This design comes from an exercise in tuning for a short achievable clock period and few clock cycles per item on the open sky130 flow, not from production work. RTL that was checked went through simulation tests only; none was proved equivalent to the original. The clock port is modelled as an ideal driver, which makes a skipped or thinned clock tree look cheaper than it is; a real chip needs a root buffer or a tree. Power figures rest on the tool's default switching activity, not on a simulated workload.

== the reference run ==
Design dram_controller, start of the top module:
module dram_controller #
  (
    parameter   integer NUMBER_OF_COLUMNS = 8,
    parameter   integer NUMBER_OF_ROWS = 128,
    parameter   integer NUMBER_OF_BANKS = 8,
    parameter   integer REFRESH_RATE = 125,  
    parameter   integer CLK_FREQUENCY = 100,  
    parameter   integer U_DATA_WIDTH = 2,
    parameter   integer DRAM_DATA_WIDTH = 2,
    parameter integer COLUMN_WIDTH = $clog2(NUMBER_OF_COLUMNS/DRAM_DATA_WIDTH),
    parameter integer ROW_WIDTH = $clog2(NUMBER_OF_ROWS),
    parameter integer BANK_ID_WIDTH = $clog2(NUMBER_OF_BANKS),
    parameter integer U_ADDR_WIDTH = BANK_ID_WIDTH + ROW_WIDTH + COLUMN_WIDTH,
    parameter integer CYCLES_BETWEEN_REFRESH = CLK_FREQUENCY*REFRESH_RATE - 100,
    parameter integer DRAM_ADDR_WIDTH = ROW_WIDTH > COLUMN_WIDTH ? ROW_WIDTH : COLUMN_WIDTH,
    parameter integer REFRESH_COUNTER_WIDTH = $clog2(CYCLES_BETWEEN_REFRESH)
  )
  (
    input                         u_rst_n,
    input                         u_clk,
    input                         u_en,
    input   [U_ADDR_WIDTH-1:0]    u_addr,
    input   [U_DATA_WIDTH-1:0]    u_data_i,
    input                         u_cmd,
    output  [U_DATA_WIDTH-1:0]    u_data_o,
    output                        u_data_valid,
    output                        u_cmd_ack,
    output                        u_busy,
    input   [DRAM_DATA_WIDTH-1:0]   dram_rd_data,
    input                           dram_refresh_done,
    output  [DRAM_DATA_WIDTH-1:0]   dram_wr_data,
    output  [DRAM_ADDR_WIDTH-1:0]   dram_addr,
    output  [BANK_ID_WIDTH-1:0]     dram_bank_id,
    output                          dram_cs_n,
    output                          dram_ras_n,
    output                          dram_cas_n,
    output                          dram_we_n,
    output                          dram_clk_en
  );
Size in the first run: about 230 flip-flops, ~9600 sq um of cells after synthesis.
clock: 5.0 ns
lec_check: 0
abc_clock_period_in_ps: 1500
cap_margin: 20
core_margin: 2
core_utilization: 40
setup_slack_margin: 3.5
slew_margin: 20
standard.sh (not shown) runs the stock make flow with config.mk's settings and CLKGATE_MAP_FILE= SYNTH_SCRIPT=/design/flow/synth_recipe.tcl, a recipe that flattens the netlist after the stock synthesis.
==> flow/flow/run.sh <==
#!/bin/bash
# The standard layout, with one change: cts_pre.tcl builds a shallow two-level
# clock tree by hand in place of TritonCTS.
set -euo pipefail
export PRE_CTS_TCL="$PWD/flow/cts_pre.tcl"
export FLOW_ROOT_BUF=sky130_fd_sc_hd__buf_16
export FLOW_LEAF_BUF=sky130_fd_sc_hd__buf_16
export FLOW_LEAF_SPLIT=4
bash standard.sh finish > standard.log 2>&1
Other scripts of this flow, unchanged in this note and not shown: flow/flow/cts_pre.tcl
Testbench counts of the reference run, summed over its fixed seeds: cycles 244,313, items 160,000.
diff inputs: the reference run => the trial run
-- flow/design.v --
<<< the reference run, line 54
    reg [U_DATA_WIDTH-1:0]      b_data;
    reg [NB-1:0]                b_eq;
    reg [ROW_WIDTH-1:0]         a_rown, b_rown, h_rown;
    wire [ROW_WIDTH-1:0]        a_rowc = ~a_rown;
    wire [ROW_WIDTH-1:0]        b_rowc = ~b_rown;
    wire [ROW_WIDTH-1:0]        h_rowc = ~h_rown;
    reg                         h_pre, h_act, h_col;
    reg [NB-1:0]                h_boh;
>>> the trial run, line 54
    reg [U_DATA_WIDTH-1:0]      b_data;
    reg [NB-1:0]                b_eq;
    reg                         h_pre, h_act, h_col;
    reg [NB-1:0]                h_boh;
<<< the reference run, line 82
    reg                         rfsh_r;     
    reg                         drain_r;    
    reg [NB-1:0]                rb_r;       
    reg [BANK_ID_WIDTH-1:0]     rbn_r;      
    reg                         rp_v_r;     
    reg [BANK_ID_WIDTH-1:0]     rp_bank_r;
>>> the trial run, line 78
    reg                         rfsh_r;     
    reg                         drain_r;    
    reg [BANK_ID_WIDTH-1:0]     rb_r;       
    reg                         rp_v_r;     
    reg [BANK_ID_WIDTH-1:0]     rp_bank_r;
<<< the reference run, line 110
    integer i;
    reg                  b_open, b_hit;
    reg [ROW_WIDTH-1:0]  b_orow, rb_orow;
    always @* begin
      b_open = 1'b0;
      b_hit  = 1'b0;
      b_orow = 0;
      rb_orow = 0;
      for (i = 0; i < NB; i = i + 1) begin
        b_open = b_open | (b_boh[i] & open_r[i]);
        b_hit  = b_hit  | (b_boh[i] & open_r[i] & b_eq[i]);
        b_orow = b_orow | ({ROW_WIDTH{b_boh[i]}} & orow_r[i]);
        rb_orow = rb_orow | ({ROW_WIDTH{rb_r[i]}} & orow_r[i]);
      end
    end
    reg [NB-1:0] eq_ao, eq_bo, eq_n;
    reg          eq_ah, eq_bh;
    reg [NB-1:0] act_n;                      
    always @* begin
      eq_ah = (a_rowc == h_rowc);
      eq_bh = (b_rowc == h_rowc);
      for (i = 0; i < NB; i = i + 1) begin
        eq_ao[i] = (a_rowc == orow_r[i]);
        eq_bo[i] = (b_rowc == orow_r[i]);
        act_n[i] = h_act & h_boh[i];
      end
      eq_n = ({NB{b_load}}  & act_n  & {NB{eq_ah}}) |
             ({NB{b_load}}  & ~act_n & eq_ao) |
             ({NB{!b_load}} & act_n  & {NB{eq_bh}}) |
             ({NB{!b_load}} & ~act_n & eq_bo);
    end
    always @(posedge u_clk) begin
>>> the trial run, line 105
    integer i;
    reg                  b_open, b_hit;
    reg [ROW_WIDTH-1:0]  b_orow;
    reg [ROW_WIDTH-1:0]  orow_n [0:NB-1];
    always @* begin
      b_open = 1'b0;
      b_hit  = 1'b0;
      b_orow = 0;
      for (i = 0; i < NB; i = i + 1) begin
        b_open = b_open | (b_boh[i] & open_r[i]);
        b_hit  = b_hit  | (b_boh[i] & open_r[i] & b_eq[i]);
        b_orow = b_orow | ({ROW_WIDTH{b_boh[i]}} & orow_r[i]);
        orow_n[i] = (h_act && h_boh[i]) ? h_row : orow_r[i];
      end
    end
    reg [NB-1:0] eq_a, eq_b, eq_n;
    always @* begin
      for (i = 0; i < NB; i = i + 1) begin
        eq_a[i] = (a_row == orow_n[i]);
        eq_b[i] = (b_row == orow_n[i]);
      end
      eq_n = ({NB{b_load}} & eq_a) | ({NB{!b_load}} & eq_b);
    end
    always @(posedge u_clk) begin
<<< the reference run, line 158
        drain_r <= 1'b0;
        rp_v_r <= 1'b0;
        rb_r <= 1;
        rbn_r <= 0;
      end else begin
        ack_r <= accept;
>>> the trial run, line 145
        drain_r <= 1'b0;
        rp_v_r <= 1'b0;
      end else begin
        ack_r <= accept;
<<< the reference run, line 186
        end
        drain_r <= rpend_r && !rfsh_r && !a_v && !b_v && !h_any;
        rp_v_r <= drain_r && !rfsh_r && |(open_r & rb_r);
        if (drain_r && !rfsh_r) begin
          rb_r <= {rb_r[NB-2:0], rb_r[NB-1]};
          rbn_r <= rbn_r + 1'b1;
        end
        if (rfsh_r) begin
          if (dram_refresh_done) begin
>>> the trial run, line 171
        end
        drain_r <= rpend_r && !rfsh_r && !a_v && !b_v && !h_any;
        rp_v_r <= drain_r && !rfsh_r && open_r[rb_r];
        if (rfsh_r) begin
          if (dram_refresh_done) begin
<<< the reference run, line 225
      end
      for (i = 0; i < NB; i = i + 1) b_eq[i] <= eq_n[i];
      a_rown <= ~(a_load ? u_addr[COLUMN_WIDTH +: ROW_WIDTH] : a_row);
      b_rown <= ~(b_load ? a_row : b_row);
      h_rown <= ~(b_move ? b_row : h_row);
      if (b_move) begin
        h_boh  <= b_boh;
>>> the trial run, line 206
      end
      for (i = 0; i < NB; i = i + 1) b_eq[i] <= eq_n[i];
      if (b_move) begin
        h_boh  <= b_boh;
<<< the reference run, line 239
      for (i = 0; i < NB; i = i + 1)
        if (h_boh[i] && h_act) orow_r[i] <= h_row;
      rp_bank_r <= rbn_r;
      rp_row_r <= rb_orow;
      addr_r  <= h_col ? {{(DRAM_ADDR_WIDTH-COLUMN_WIDTH){1'b0}}, h_cadr} :
                 h_pre ? h_prow :
>>> the trial run, line 217
      for (i = 0; i < NB; i = i + 1)
        if (h_boh[i] && h_act) orow_r[i] <= h_row;
      if (drain_r && !rfsh_r) rb_r <= rb_r + 1'b1;
      rp_bank_r <= rb_r;
      rp_row_r <= orow_r[rb_r];
      addr_r  <= h_col ? {{(DRAM_ADDR_WIDTH-COLUMN_WIDTH){1'b0}}, h_cadr} :
                 h_pre ? h_prow :
Findings:
As of the trial run, reported net switching power had risen by more than a quarter compared to the reference run. In the tables for the reference run and the trial run, global-route usage reads higher with the trial run. For the trial run, the dominant combinational cell family by area after synthesis was compound AO/OA/AOI/OAI gates, unlike the reference run, where it was XOR/XNOR gates. Comparing the reference run and the trial run, the lower logic depth of the worst path, buffers included is on the reference run. Die outline area: the trial run higher than the reference run. Internal power consumption: the trial run vs the reference run up about 0.9%. The first-iteration DRC count of the trial run exceeds that of the reference run by 53%. Summary of the comparison: combinational fraction of design power is higher in the trial run, relative to the reference run. In the route summary, the trial run ends up with a via count exceeding that of the reference run. The trial run: post-synthesis xor/xnor area fraction 4.2 points below the reference run.
No functional check of the RTL was part of the trial run. In every run of this note, the design's own scripts or RTL, not TritonCTS, make the clock network.


Another version of the RTL of dram_controller (not shown whole).
Size: about 190 flip-flops.
Settings: LEC_CHECK=0, ABC_CLOCK_PERIOD_IN_PS=1500, CAP_MARGIN=20, CORE_MARGIN=2, CORE_UTILIZATION=40, SETUP_SLACK_MARGIN=3.5, SLEW_MARGIN=20; clock period 5.0 ns.
Scripts as last shown in full above: flow/flow/run.sh
Other scripts of this flow, unchanged in this note and not shown: flow/flow/cts_pre.tcl
The starting point produced a clean layout.
==> next run, changes <==
--- a/flow/design.v
+++ b/flow/design.v
@@ -72,18 +72,21 @@
     reg                         rd0_r, rd1_r, valid_r;
     reg [U_DATA_WIDTH-1:0]      data_o_r;
     reg [6:0]                   rlo_r;      
     reg                         rlo_end_r;  
     reg [6:0]                   rhi_r;      
     reg                         rpend_r;    
     reg                         rfsh_r;     
     reg                         drain_r;    
     reg [BANK_ID_WIDTH-1:0]     rb_r;       
+    reg                         rp_v_r;     
+    reg [BANK_ID_WIDTH-1:0]     rp_bank_r;
+    reg [ROW_WIDTH-1:0]         rp_row_r;
     assign u_cmd_ack    = ack_r;
     assign u_busy       = busy_r;
     assign u_data_valid = valid_r;
     assign u_data_o     = data_o_r;
     assign dram_wr_data = wdata_r;
     assign dram_addr    = addr_r;
     assign dram_bank_id = bank_r;
     assign dram_cs_n    = 1'b0;
     assign dram_ras_n   = ras_r;
@@ -91,42 +94,48 @@
     assign dram_we_n    = we_r;
     assign dram_clk_en  = 1'b1;
     wire h_any   = h_pre || h_act || h_col;
     wire h_free  = !h_pre && !h_act && !rfsh_r;
     wire b_move  = b_v && h_free;
     wire b_load  = !b_v || h_free;
     wire a_load  = !a_v || b_load;
     wire take_ok = u_en && !(rpend_r && !rfsh_r);
     wire accept  = a_load && take_ok;
-    wire do_rpre = drain_r && !rfsh_r && open_r[rb_r];
-    wire do_ref  = drain_r && !rfsh_r && (open_r == 0);
+    wire do_rpre = rp_v_r;
+    wire do_ref  = drain_r && !rfsh_r && !rp_v_r && (open_r == 0);
     integer i;
     reg                  b_open, b_hit;
     reg [ROW_WIDTH-1:0]  b_orow;
-    reg [ROW_WIDTH-1:0]  orow_n [0:NB-1];
     always @* begin
       b_open = 1'b0;
       b_hit  = 1'b0;
       b_orow = 0;
       for (i = 0; i < NB; i = i + 1) begin
         b_open = b_open | (b_boh[i] & open_r[i]);
         b_hit  = b_hit  | (b_boh[i] & open_r[i] & b_eq[i]);
         b_orow = b_orow | ({ROW_WIDTH{b_boh[i]}} & orow_r[i]);
-        orow_n[i] = (h_act && h_boh[i]) ? h_row : orow_r[i];
-      end
-    end
-    reg [NB-1:0] eq_a, eq_b, eq_n;
+      end
+    end
+    reg [NB-1:0] eq_ao, eq_bo, eq_n;
+    reg          eq_ah, eq_bh;
+    reg [NB-1:0] act_n;                      
     always @* begin
+      eq_ah = (a_row == h_row);
+      eq_bh = (b_row == h_row);
       for (i = 0; i < NB; i = i + 1) begin
-        eq_a[i] = (a_row == orow_n[i]);
-        eq_b[i] = (b_row == orow_n[i]);
-      end
-      eq_n = ({NB{b_load}} & eq_a) | ({NB{!b_load}} & eq_b);
+        eq_ao[i] = (a_row == orow_r[i]);
+        eq_bo[i] = (b_row == orow_r[i]);
+        act_n[i] = h_act & h_boh[i];
+      end
+      eq_n = ({NB{b_load}}  & act_n  & {NB{eq_ah}}) |
+             ({NB{b_load}}  & ~act_n & eq_ao) |
+             ({NB{!b_load}} & act_n  & {NB{eq_bh}}) |
+             ({NB{!b_load}} & ~act_n & eq_bo);
     end
     always @(posedge u_clk) begin
       if (!u_rst_n) begin
         a_v <= 1'b0;
         b_v <= 1'b0;
         h_pre <= 1'b0; h_act <= 1'b0; h_col <= 1'b0;
         ack_r <= 1'b0;
         ras_r <= 1'b1; cas_r <= 1'b1; we_r <= 1'b1;
         busy_r <= 1'b0;
@@ -134,18 +143,19 @@
         rd0_r <= 1'b0;
         rd1_r <= 1'b0;
         valid_r <= 1'b0;
         rlo_r <= 0;
         rlo_end_r <= 1'b0;
         rhi_r <= 0;
         rpend_r <= 1'b0;
         rfsh_r <= 1'b0;
         drain_r <= 1'b0;
+        rp_v_r <= 1'b0;
       end else begin
         ack_r <= accept;
         if (a_load) a_v <= take_ok;
         if (b_load) b_v <= a_v;
         if (b_move) begin
           h_pre <= b_open && !b_hit;
           h_act <= !b_open;
           h_col <= b_hit;
         end else if (!rfsh_r) begin
@@ -157,21 +167,22 @@
         cas_r <= !(h_col || do_ref);
         we_r  <= !(h_pre || do_rpre || do_ref || (h_col && h_wr));
         rd0_r <= h_col && !h_wr;
         rd1_r <= rd0_r;
         valid_r <= rd1_r;
         busy_r <= h_any || do_rpre || do_ref || a_v || b_v;
         for (i = 0; i < NB; i = i + 1) begin
           if (h_boh[i] && h_pre) open_r[i] <= 1'b0;
           if (h_boh[i] && h_act) open_r[i] <= 1'b1;
-          if (do_rpre && rb_r == i) open_r[i] <= 1'b0;
+          if (do_rpre && rp_bank_r == i) open_r[i] <= 1'b0;
         end
         drain_r <= rpend_r && !rfsh_r && !a_v && !b_v && !h_any;
+        rp_v_r <= drain_r && !rfsh_r && open_r[rb_r];
         if (rfsh_r) begin
           if (dram_refresh_done) begin
             rfsh_r <= 1'b0;
             rpend_r <= 1'b0;
             rlo_r <= 0;
             rlo_end_r <= 1'b0;
             rhi_r <= 0;
           end
         end else begin
@@ -206,17 +217,19 @@
         h_row  <= b_row;
         h_prow <= b_orow;
         h_cadr <= b_col;
         h_wr   <= b_wr;
         h_data <= b_data;
       end
       for (i = 0; i < NB; i = i + 1)
         if (h_boh[i] && h_act) orow_r[i] <= h_row;
       if (drain_r && !rfsh_r) rb_r <= rb_r + 1'b1;
+      rp_bank_r <= rb_r;
+      rp_row_r <= orow_r[rb_r];
       addr_r  <= h_col ? {{(DRAM_ADDR_WIDTH-COLUMN_WIDTH){1'b0}}, h_cadr} :
                  h_pre ? h_prow :
-                 h_act ? h_row : orow_r[rb_r];
-      bank_r  <= h_any ? h_bank : rb_r;
+                 h_act ? h_row : rp_row_r;
+      bank_r  <= h_any ? h_bank : rp_bank_r;
       wdata_r <= h_data;
       data_o_r <= dram_rd_data;
     end
 endmodule
After rerunning: Hold slack loses 0.0030 ns; sequential share of layout area goes up by 13 points; total power goes down by about a fifth; global-route usage goes down by 5.6 points; routed wire length goes down by a quarter to a third; combinational power goes down by well over a third; setup slack gains 0.27 ns; first-iteration DRC count goes down by well over a third; cell area goes down by about a fifth; clock power stays flat; synthesized cell count goes down by about a fifth; die area goes down by a few percent.
Function was not checked in any run of this note: the RTL went through the layout flow alone. In every run of this note, the design's own scripts or RTL, not TritonCTS, make the clock network.

==> separate check: timing with driven ports <==
In the flow no input, the clock included, has a driving cell. The finished layouts below were timed again as built, in two steps. Step 1 (the two cells are an assumption about what drives the block):
set clk [get_ports {u_clk}]
set_driving_cell -lib_cell sky130_fd_sc_hd__clkbuf_16 $clk
set_driving_cell -lib_cell sky130_fd_sc_hd__buf_2 [delete_from_list [all_inputs] $clk]
Step 2 times the ports against the registers' clock, not the clock port: input delays grow and output delays shrink by t, the midpoint of the rising clock arrivals with the driver on. a / b / c = ideal ports / drivers / drivers and shift; a / b = the first two.
run	t (ns)	setup slack, ns	cell pins on the clock port's net
the reference run	0.386	3.294 / 3.172 / 3.227	4
the trial run	0.393	2.996 / 2.996 / 2.996	4
the first run of note 2	0.384	2.913 / 2.913 / 2.913	4
the second run of note 2	0.378	3.182 / 3.182 / 3.182	4
After both steps setup and hold are still met in every run listed. The setup slack of the reference run, which loses most, moves by -0.122 ns with the drivers and by -0.067 ns with both steps.
